This design comes from an exercise in tuning for small area, a short achievable clock period and few clock cycles per item on the open sky130 flow, not from production work. Where RTL was checked, it was by simulation tests only, not by an equivalence proof against the original. Power figures rest on the tool's default switching activity, not on a simulated workload.

==> flow/design.v (excerpt) <==
module image_filter (
    input clk,
    input reset,
    input        in_valid,
    output       in_ready,
    input  [7:0] in_pixel,
    input [12:0] image_width,
    input [10:0] image_height,
    input [8:0] kernel_1,
    input [8:0] kernel_2,
    input [8:0] kernel_3,
    input [8:0] kernel_4,
    input [8:0] kernel_5,
    input [8:0] kernel_6,
    input [8:0] kernel_7,
    input [8:0] kernel_8,
    input [8:0] kernel_9,
    output       out_valid,
    output [7:0] out_pixel
);
For scale: ~4,500 flip-flops, ~130 I/O pins, ~160,000 um2 of cells after synthesis.
==> flow/config.mk <==
export PLATFORM = sky130hd
export DESIGN_NAME = image_filter
export DESIGN_NICKNAME = image_filter
export VERILOG_FILES = /design/flow/design.v
export SDC_FILE = /design/flow/constraint.sdc
export NUM_CORES = 4
export LEC_CHECK = 0
export CAP_MARGIN = 20
export CORE_MARGIN = 2
export CORE_UTILIZATION = 45
export CTS_CLUSTER_DIAMETER = 70
export CTS_CLUSTER_SIZE = 28
export PLACE_DENSITY = 0.6
export SLEW_MARGIN = 20
==> flow/constraint.sdc <==
create_clock -name core_clock -period 11.5 [get_ports {clk}]
set_input_delay 2.3000 -clock core_clock [delete_from_list [all_inputs] [get_ports {clk}]]
set_output_delay 2.3000 -clock core_clock [all_outputs]
set_load 0.01 [all_outputs]
standard.sh (not shown) runs the stock make flow with config.mk's settings and CLKGATE_MAP_FILE= SYNTH_SCRIPT=/design/flow/synth_recipe.tcl, a recipe that flattens the netlist after the stock synthesis.
==> flow/flow/run.sh <==
#!/bin/bash
# Own layout flow: the standard ORFS flow (standard.sh, unchanged
# synthesis, floorplan, power grid, placement, CTS and routing) with
#  - port buffers of type buf_2 instead of the default delay buffer,
#  - repair_timing asked for more setup slack than the clock period needs
#    (the constraints and the clock period stay the design's),
#  - CTS sink clustering set here.
# Each tool's output goes to the ORFS logs under orfs/logs; make's own output
# goes to flow_make.log in this folder.
set -euo pipefail
MARGIN=${MARGIN:-7.4}
bash standard.sh \
  "BUFFER_PORTS_ARGS=-buffer_cell sky130_fd_sc_hd__buf_2" \
  "SETUP_SLACK_MARGIN=$MARGIN" \
  "CTS_ARGS=-sink_clustering_enable -repair_clock_nets -sink_clustering_size 28 -sink_clustering_max_diameter 70" \
  finish > flow_make.log 2>&1
The baseline produced a clean layout.
Testbench counts at the start, summed over its fixed seeds: cycles 44,250, items 33,706.
Rerun with:
==> flow/run.sh (new file) <==
#!/bin/bash
# synth_recipe.tcl (not shown) runs the flow's synth.tcl, then flattens the netlist and writes it again
# the make line also repeats each setting of config.mk as NAME=value (left out here)
make -C /OpenROAD-flow-scripts/flow DESIGN_CONFIG=/design/flow/config.mk WORK_HOME=/design/flow/orfs CLKGATE_MAP_FILE= SYNTH_SCRIPT=/design/flow/synth_recipe.tcl finish
removed: flow/flow/run.sh
removed: flow/standard.sh
Design area stays flat.
Worst setup slack is worse by 0.15 ns.
Critical path depth went down by 7.
Core utilization went up by 0.13 points.
Power hardly moves.
Clock skew came out lower by 0.050 ns.
Area after synthesis is unchanged.
Worst hold slack barely changes.
Wire length hardly moves.
First-iteration DRC count rises by about 6.4%.


== red ==
Another version of the RTL of image_filter (not shown whole).
Size: roughly 7000 cells after synthesis, roughly 130 I/O pins.
Settings: LEC_CHECK=0, CAP_MARGIN=20, CORE_MARGIN=2, CORE_UTILIZATION=45, PLACE_DENSITY=0.6, SLEW_MARGIN=20; clock period 11.5 ns.
run.sh (not shown) runs the stock make flow with config.mk's settings and CLKGATE_MAP_FILE= SYNTH_SCRIPT=/design/flow/synth_recipe.tcl, a recipe that flattens the netlist after the stock synthesis.
Stock flow here: none of the scripts above is used.
red: all stages complete, timing, DRC and antenna checks passed
For blue, these inputs were changed with respect to red:
- setting CTS_CLUSTER_SIZE to 32 for the first time
- setting CTS_CLUSTER_DIAMETER to 80 for the first time
==> comparison <==
blue vs red: share of power burned in combinational logic up
Post-route minimum period came out lower on blue than on red.
blue vs red, instance count: blue lower
In blue, all-layer global routing usage is lower than in red.
Looking at blue and red, the fraction of cell area in non-clock buffers is a wash.
Looking at start point of the critical path, the conv_unit.sum[7] result is from blue; the conv_unit.sum[9] one comes from red.
No run of this note included a check of the RTL's function; only the layout flow was run.


Setup of sierra:
Another version of the RTL of image_filter (not shown whole).
Size in the first run: about 6,600 cells after synthesis, ~4,600 flip-flops, about 130 I/O pins, roughly 150,000 um^2 of cells after synthesis.
clock: 11.5 ns
lec_check: 0
cap_margin: 20
core_margin: 2
core_utilization: 45
cts_cluster_diameter: 70
cts_cluster_size: 28
place_density: 0.6
slew_margin: 20
standard.sh (not shown) runs the stock make flow with config.mk's settings and CLKGATE_MAP_FILE= SYNTH_SCRIPT=/design/flow/synth_recipe.tcl, a recipe that flattens the netlist after the stock synthesis.
==> flow/flow/run.sh <==
#!/bin/bash
set -euo pipefail
MARGIN=${MARGIN:-7.75}
bash standard.sh \
  "SYNTH_ARGS=-noabc" \
  "BUFFER_PORTS_ARGS=-buffer_cell sky130_fd_sc_hd__buf_2" \
  "PRE_RESIZE_TCL=$PWD/flow/pre_resize.tcl" \
  "SETUP_SLACK_MARGIN=$MARGIN" \
  "CTS_ARGS=-sink_clustering_enable -repair_clock_nets -sink_clustering_size 28 -sink_clustering_max_diameter 70 -dont_use_dummy_load" \
  finish > flow_make.log 2>&1
==> flow/flow/pre_resize.tcl <==
# Fanout limit for repair_design, so that high-fanout nets (the line buffer
# shift enable) get a balanced buffer tree. Timing constraints are unchanged.
set_max_fanout 32 [current_design]
Every stage of the flow completed for sierra, and the final layout passed the timing, DRC and antenna checks.
Testbench counts of sierra, summed over its fixed seeds: cycles 44,250, items 33,706.
The inputs of violet differ from those of sierra as listed below.
Settings: CTS_CLUSTER_SIZE now 32, was 28; CTS_CLUSTER_DIAMETER now 80, was 70.
==> flow/run.sh (new file) <==
#!/bin/bash
# synth_recipe.tcl (not shown) runs the flow's synth.tcl, then flattens the netlist and writes it again
# the make line also repeats each setting of config.mk as NAME=value (left out here)
make -C /OpenROAD-flow-scripts/flow DESIGN_CONFIG=/design/flow/config.mk WORK_HOME=/design/flow/orfs CLKGATE_MAP_FILE= SYNTH_SCRIPT=/design/flow/synth_recipe.tcl finish
removed: flow/flow/run.sh
removed: flow/flow/pre_resize.tcl
removed: flow/standard.sh
Comparing sierra and violet, the higher post-route clock period utilization was measured on violet.
Sequential cell area delta (violet -> sierra): insignificant
Source-to-sink clock delay at the later pin of the worst-skew pair: violet < sierra
Delta(count of inserted antenna diode cells, violet - sierra) < 0
Post-detailed-placement cell area came out higher on violet than on sierra.
Worst setup slack: violet worse than sierra
Post-route cell area deteriorates in violet relative to sierra.
[compare] base=sierra new=violet: maximum ir drop on the vdd rail saw a decrease; number of non-clock inverters in the layout saw an increase; wire length of the first global-routing pass saw a decrease.
violet ended up with sky130_fd_sc_hd__clkdlybuf4s50_1 as its cell with the largest stage delay on the worst path; sierra ended up with sky130_fd_sc_hd__dfrtp_1.
The inputs of pepper differ from those of violet as listed below.
Settings: CORE_UTILIZATION now 65, was 45; CTS_CLUSTER_SIZE now 28, was 32; CTS_CLUSTER_DIAMETER now 70, was 80; PLACE_DENSITY now 0.75, was 0.6.
==> flow/flow/run.sh (new file) <==
#!/bin/bash
set -euo pipefail
MARGIN=${MARGIN:-7.75}
bash standard.sh \
  "SYNTH_ARGS=-noabc" \
  "BUFFER_PORTS_ARGS=-buffer_cell sky130_fd_sc_hd__buf_2" \
  "PRE_RESIZE_TCL=$PWD/flow/pre_resize.tcl" \
  "SETUP_SLACK_MARGIN=$MARGIN" \
  "CTS_ARGS=-sink_clustering_enable -repair_clock_nets -sink_clustering_size 28 -sink_clustering_max_diameter 70 -dont_use_dummy_load" \
  finish > flow_make.log 2>&1
==> flow/flow/pre_resize.tcl (new file) <==
# Fanout limit for repair_design, so that high-fanout nets (the line buffer
# shift enable) get a balanced buffer tree. Timing constraints are unchanged.
set_max_fanout 32 [current_design]
==> flow/standard.sh (new file) <==
#!/bin/bash
# synth_recipe.tcl (not shown) runs the flow's synth.tcl, then flattens the netlist and writes it again
# the make line also repeats each setting of config.mk as NAME=value (left out here)
make -C /OpenROAD-flow-scripts/flow DESIGN_CONFIG=/design/flow/config.mk WORK_HOME=/design/flow/orfs CLKGATE_MAP_FILE= SYNTH_SCRIPT=/design/flow/synth_recipe.tcl "${@:-finish}"
removed: flow/run.sh
Results
pepper finished every step from synthesis to the final layout, and the layout passed the timing, DRC and antenna checks. For clock-buffer cell count, dividing the value from pepper by the value from violet gives 0.922. In the flow results for violet and pepper, the global-route usage is smaller on violet. On final core utilization: pepper sits above violet. Final worst-path setup slack: pepper better than violet. Area of the mapped netlist (pepper over violet): decrease, 1100 um^2. Final period demand of the worst path ended up 0.60 ns lower on pepper than on violet.
[inputs] xenon vs pepper
Settings: swapping 65 for 45 in CORE_UTILIZATION; swapping 0.75 for 0.6 in PLACE_DENSITY.
==> flow/flow/run.sh <==
#!/bin/bash
# Own layout flow: the standard ORFS flow (standard.sh, unchanged
# synthesis, floorplan, power grid, placement, CTS and routing) with
#  - port buffers of type buf_2 instead of the default delay buffer,
#  - a fanout limit for repair_design (flow/pre_resize.tcl),
#  - repair_timing asked for more setup slack than the clock period needs
#    (the constraints and the clock period stay the design's),
#  - CTS sink clustering set here.
# Each tool's output goes to the ORFS logs under orfs/logs; make's own output
# goes to flow_make.log in this folder.
set -euo pipefail
MARGIN=${MARGIN:-7.9}
bash standard.sh \
  "BUFFER_PORTS_ARGS=-buffer_cell sky130_fd_sc_hd__buf_2" \
  "PRE_RESIZE_TCL=$PWD/flow/pre_resize.tcl" \
  "SETUP_SLACK_MARGIN=$MARGIN" \
  "CTS_ARGS=-sink_clustering_enable -repair_clock_nets -sink_clustering_size 28 -sink_clustering_max_diameter 70" \
  finish > flow_make.log 2>&1
==> flow/flow/pre_resize.tcl <==
# Fanout limit for repair_design, so that high-fanout nets (the line buffer
# shift enable) get a balanced buffer tree. Timing constraints are unchanged.
set_max_fanout 20 [current_design]
Notes after the runs:
- The maximum clock skew at final layout reported for xenon is smaller than that of pepper by 0.038 ns.
- NOTE: count of unique library cells instantiated by Yosys in xenon falls short of that of pepper
- Non-clock buffer count, xenon vs pepper: up by more than a quarter
- In the metrics for xenon and pepper, the one carrying the higher die height is xenon.
- Changes observed in xenon relative to pepper: switching share of power rose by 1.1 points; routed length on met1 picked up an extra 4.9 mm; pin count of the biggest net entering global routing now smaller; aggregate global-route resource usage went down 8.8 points; post-CTS repair timing setup buffer count saw a decrease.
- Power for xenon: 3.4% up relative to pepper
- xenon: number of cells produced by synthesis higher than pepper

port drivers added, routing unchanged:
No port has a modelled driver above. Below, the same layouts with a new extraction and two added sets of constraints. Step 1 assumes that a clkbuf_16 drives the clock port and a buf_2 every other input. Step 2 times the ports against the registers' clock, not the clock port: input delays grow and output delays shrink by t, the midpoint of the rising clock arrivals with the driver on. a / b / c = no drivers / after step 1 / after step 2; a / b = the first two.
| run | t, ns | setup slack, ns | hold WS [ns] | latest minus earliest clock arrival (ns) | worst register clock-pin slew, ns |
|---|---|---|---|---|---|
| the first run of note 1 | 1.012 | 7.543 / 7.543 / 7.543 | 0.336 / 0.336 / 0.336 | 0.125 / 0.124 | 0.11 / 0.11 |
| the second run of note 1 | 1.000 | 7.391 / 7.289 / 7.490 | 0.338 / 0.338 / 0.338 | 0.069 / 0.069 | 0.11 / 0.11 |
| red | 1.016 | 6.269 / 6.269 / 6.269 | 0.332 / 0.332 / 0.332 | 0.070 / 0.070 | 0.07 / 0.07 |
| blue | 0.979 | 6.275 / 6.275 / 6.275 | 0.338 / 0.338 / 0.338 | 0.082 / 0.082 | 0.12 / 0.12 |
| sierra | 0.981 | 7.766 / 7.663 / 7.959 | 0.326 / 0.326 / 0.326 | 0.150 / 0.151 | 0.11 / 0.11 |
| violet | 1.004 | 7.236 / 7.129 / 7.353 | 0.328 / 0.328 / 0.328 | 0.075 / 0.076 | 0.12 / 0.12 |
| pepper | 0.915 | 7.841 / 7.741 / 7.958 | 0.292 / 0.292 / 0.292 | 0.142 / 0.143 | 0.12 / 0.12 |
| xenon | 0.992 | 7.665 / 7.570 / 7.916 | 0.322 / 0.322 / 0.322 | 0.107 / 0.107 | 0.11 / 0.11 |
After both steps every run listed still meets setup and hold.
